From an optimization exercise on the open Yosys and OpenROAD flow, aimed at small area; shortcuts taken in it are not production practice. Only simulation tests tie the RTL to the original design; equivalence was not proved. Power and IR drop assume default switching activity.

===== design.v =====
module filter (
  input  wire               clk,        
  input  wire               reset,      
  input  wire signed [15:0] data_in,    
  output reg  signed [34:0] data_out    
);
  localparam INPUT_WIDTH  = 16;
  localparam COEFF_WIDTH  = 16;
  localparam OUTPUT_WIDTH = 35;
  localparam NUM_TAPS     = 101;
  localparam [NUM_TAPS*COEFF_WIDTH-1:0] COEFFS = {
    -16'sd7,
    -16'sd24,
    -16'sd61,
    -16'sd123,
    -16'sd214,
    -16'sd327,
    -16'sd446,
    -16'sd539,
    -16'sd568,
    -16'sd493,
    -16'sd287,
    16'sd58,
    16'sd512,
    16'sd1017,
    16'sd1485,
    16'sd1820,
    16'sd1943,
    16'sd1813,
    16'sd1445,
    16'sd916,
    16'sd343,
    -16'sd140,
    -16'sd419,
    -16'sd436,
    -16'sd210,
    16'sd170,
    16'sd567,
    16'sd837,
    16'sd878,
    16'sd664,
    16'sd258,
    -16'sd206,
    -16'sd567,
    -16'sd691,
    -16'sd522,
    -16'sd108,
    16'sd408,
    16'sd833,
    16'sd984,
    16'sd763,
    16'sd201,
    -16'sd537,
    -16'sd1186,
    -16'sd1461,
    -16'sd1143,
    -16'sd156,
    16'sd1387,
    16'sd3210,
    16'sd4925,
    16'sd6149,
    16'sd6590,
    16'sd6149,
    16'sd4925,
    16'sd3210,
    16'sd1387,
    -16'sd156,
    -16'sd1143,
    -16'sd1461,
    -16'sd1186,
    -16'sd537,
    16'sd201,
    16'sd763,
    16'sd984,
    16'sd833,
    16'sd408,
    -16'sd108,
    -16'sd522,
    -16'sd691,
    -16'sd567,
    -16'sd206,
    16'sd258,
    16'sd664,
    16'sd878,
    16'sd837,
    16'sd567,
    16'sd170,
    -16'sd210,
    -16'sd436,
    -16'sd419,
    -16'sd140,
    16'sd343,
    16'sd916,
    16'sd1445,
    16'sd1813,
    16'sd1943,
    16'sd1820,
    16'sd1485,
    16'sd1017,
    16'sd512,
    16'sd58,
    -16'sd287,
    -16'sd493,
    -16'sd568,
    -16'sd539,
    -16'sd446,
    -16'sd327,
    -16'sd214,
    -16'sd123,
    -16'sd61,
    -16'sd24,
    -16'sd7
  };
  reg signed [INPUT_WIDTH-1:0] x [0:NUM_TAPS-1];
  integer k;
  always @(posedge clk) begin
    if (reset) begin
      for (k = 0; k < NUM_TAPS; k = k + 1)
        x[k] <= 0;
    end else begin
      x[0] <= data_in;
      for (k = 1; k < NUM_TAPS; k = k + 1)
        x[k] <= x[k-1];
    end
  end
  wire signed [INPUT_WIDTH+COEFF_WIDTH-1:0] prod [0:NUM_TAPS-1];
  genvar g;
  generate
    for (g = 0; g < NUM_TAPS; g = g + 1) begin : taps
      assign prod[g] = x[g] * $signed(COEFFS[g*COEFF_WIDTH +: COEFF_WIDTH]);
    end
  endgenerate
  reg signed [OUTPUT_WIDTH-1:0] acc;
  integer t;
  always @(*) begin
    acc = 0;
    for (t = 0; t < NUM_TAPS; t = t + 1)
      acc = acc + prod[t];
  end
  always @(posedge clk) begin
    if (reset)
      data_out <= 0;
    else
      data_out <= acc;
  end
endmodule

===== run.sh =====
#!/bin/bash
# synth_recipe.tcl (not shown) runs the flow's synth.tcl, then flattens the netlist and writes it again
# the make line also repeats each setting of config.mk as NAME=value (left out here)
make -C /OpenROAD-flow-scripts/flow DESIGN_CONFIG=/design/flow/config.mk WORK_HOME=/design/flow/orfs CLKGATE_MAP_FILE= SYNTH_SCRIPT=/design/flow/synth_recipe.tcl finish

===== config.mk =====
export PLATFORM = sky130hd
export DESIGN_NAME = filter
export DESIGN_NICKNAME = filter
export VERILOG_FILES = /design/flow/design.v
export SDC_FILE = /design/flow/constraint.sdc
export NUM_CORES = 4
export LEC_CHECK = 0
export CAP_MARGIN = 20
export CORE_MARGIN = 2
export CORE_UTILIZATION = 40
export SLEW_MARGIN = 20

===== constraint.sdc =====
create_clock -name core_clock -period 20.0 [get_ports {clk}]
set_input_delay 4.0000 -clock core_clock [delete_from_list [all_inputs] [get_ports {clk}]]
set_output_delay 4.0000 -clock core_clock [all_outputs]
set_load 0.01 [all_outputs]

==> impl_metrics.yaml <==
critical_path:
  critPathRequiredTime_ps: 20920
  crit_path_start_kind: "register"
  end_kind: "register"
  cp_slowest_cell: "fa_1"
  cp_max_fo: 6
  crit_top_cell: "fa_1"
  critPathKind: "reg2reg"
  slowest_delay_ps: 830
  crit_arrival_ps: 15800
logic_synthesis:
  synth-seq-cells: 1651
  mappedNetlistArea_sq_um: 397000
  yosys_warnings: 2
  async_flop_share_pct: 0
  postSynthAreaPerCell_sq_um: 9.69
  synthTopCellsByCount: "inv_1 (12,400), ha_1 (7,802), fa_1 (7,434)"
  ys.flop_type: "dfxtp_1"
  synth_top_area_share_pct: 37.5
  synth.distinct_cells: 94
  syn_nets: 56200
  yosysTopAreaCell: "fa_1"
  synth-edff-count: 0
  seq_area_frac_synth_pct: 8.33
  yosysMostFrequentCell: "inv_1"
  synth.area.top_cells: "fa_1 (37%), ha_1 (25%), inv_1 (12%)"
  netlist_instances: 40900
route:
  m1WireLength_mm: 530
  finalWirelength_mm: 1200
  postRouteAntennaNets: 0
  dr.first_iter.drc_count: 16700
  wl_met2_mm: 529
  vias_per_cell: 4.94
  vias: 270000
  wl_per_cell_um: 21.9
  wl_met3_mm: 81.2
  top_layer: "met5"
  post-route-drc-count: 0
  dr.pass1.iters: 6
final_layout:
  drive_above_1_share_pct: 1.83
  fillers: 95900
  register_area_sq_um: 33100
  nets: 56400
  stdcell_area_sq_um: 424000
  multi_input_area_sq_um: 317000
  syn_to_final_growth_pct: 6.76
clock_tree:
  htree_levels: 5
  clk_pin_slew_ps: 60
  cts_made_buffers: 282
  cts.repair.resized: 0
  clockBufferDepth: 5
  postCtsSetupBuffers: 0
  cts_tree: "yes"
  root_buffer: "clkbuf_16"
  cts_hold_buf: 0
  cts_sinks: 1651
  clkLatencyLatePin_ps: 1050
global_route:
  grt_pass1_vias: 290000
  grt_pass1_wl_mm: 1820
  grt_max_degree: 112
  antenna_found_initial: 45
  grtUsageTotal_pct: 24.3
  gr-total-overflow: 0
sta:
  rsz0062_at_grt: "no"
  hold_viol_final: 0
  maxSlewHeadroom_pct: 20.6
  layout_setup_ws_ps: 5120
  skew_ps: 110
  finalCriticalPeriod_ps: 14880
  drv_slew: 0
  timing.final.crit_share_pct: 74.4
  setup_viol: 0
  holdWs_ps: 478
  max_freq_mhz: 67.2
  tightest_slew_ps: 1180
  fin_tns_setup_ps: 0
floorplanning:
  design.core.area_sq_um: 988000
  die_h_mm: 1.00
  dieArea_sq_um: 1000000
  rows: 365
  die_w_mm: 1.00
  ios: 53
  initial_core_util_pct: 40.2
power_and_ir_drop:
  powerDensity_nw_per_um2: 87.5
  leakage_nw: 233
  p_total_mw: 37.1
  ir_worst_vdd_v: 0.00140
min_path:
  hp-class: "reg2reg"
placement:
  postPlaceCellArea_sq_um: 414000
  gp_congestion: 1.02
  io_buffers: 52
  dp_hpwl_mm: 1070
  dp_slack_ps: 5080
job:
  drv_cap: 0
run_status:
  status: "timing/DRC/antenna clean"
-- metrics by stage --
step | util (%) | std cells
2_1_floorplan | - | 40900
3_3_place_gp | 41.9 | 54000
3_5_place_dp | 41.9 | 54000
4_1_cts | 42.9 | 54500
5_1_grt | 42.9 | 54600
6_report | 42.9 | 54600
-- kinds of logic after synthesis --
family | after synthesis | synth area share, %
DFF | 1651 | 8.33
muxes | 109 | 0.295
xor gates and xnor gates | 2280 | 5.03
adders and majority gates | 15200 | 62.1
AOI/OAI and AO/OA | 3850 | 6.18
and+or+nand+nor | 5216 | 6.15
buffers and inverters | 12600 | 11.9
-- metal layers --
layer	track usage [%]	vias up
met4	9.02	20
met2	38.1	6058
met1	33.3	137000
met5	0.643	-
met3	4.86	1321
li1	-	125000
-- flip-flops by register name (all words and copies together) (netlist names) --
signal,flops
data_out,35
x,1616
-- layout by cell type, fill, tap and decap left out, drive strengths merged, types with 130 or more instances in the layout --
master	n
nand2	709
o21ai	809
a21oi	1230
nor2	2278
o21a	266
clkbuf	376
nor3	393
nand2b	270
xnor2	1539
and3	130
xor2	741
inv	12400
ha	7802
a21o	402
or3	162
fa	7434
nor2b	680
dfxtp	1651
nand3	289
o21bai	190
-- path summary, 6_finish.rpt --
| kind | depth (start not counted) | end | slack, ps | start |
|---|---|---|---|---|
| min | 1 | x[63][2] | 480 | x[62][2] |
| max reg2reg | 42 | data_out[34] | 5120 | x[13][4] |
| max | 42 | data_out[34] | 5120 | x[13][4] |
| min reg2reg | 1 | x[63][2] | 480 | x[62][2] |
-- layout make-up --
cell class / instances / area share (%)
well taps: 13200 / 3.90
flip-flops and latches: 1651 / 7.80
inverters: 12400 / 10.9
repair buffers: 125 / 0.261
clock inverters: 110 / 0.415
diodes: 80 / 0.0472
clock buffers: 376 / 1.91
multi-input cells: 26700 / 74.7
-- power breakdown --
part	switching, mW	total, mW	internal [mW]	leakage (nW)
Combinational	18.3	28.0	9.75	215
Sequential	0.0916	3.55	3.45	13.3
Clock	2.14	5.53	3.39	4.80
Total	20.5	37.1	16.6	233
-- critical path: cells and delay by family (launching register included) --
family | cells | cell delay [ps]
fa+ha+maj | 18 | 9130
compound gates | 12 | 2930
simple gates | 4 | 1060
buf+inv | 7 | 800
flops | 1 | 470
xor+xnor | 1 | 370

## static timing again, ports no longer ideal
In the flow no input, the clock included, has a driving cell. The finished layout below was timed again as built, in two steps.
Step 1 assumes that a clkbuf_16 drives the clock port and a buf_2 every other input.
Step 2 times the ports against the registers' clock, not the clock port: input delays grow and output delays shrink by t, the midpoint of the rising clock arrivals with the driver on.
Slacks: no drivers / after step 1 / after step 2; pairs: no drivers / after step 1.
t (ns): 1.170
setup slack, ns: 5.122 / 5.122 / 5.122
worst setup path at the end: register to register
worst register clock-pin slew, ns: 0.07 / 0.07
After both steps setup and hold are still met in this run. The setup slack of this run moves by 0.000 ns with the drivers and by 0.000 ns with both steps.
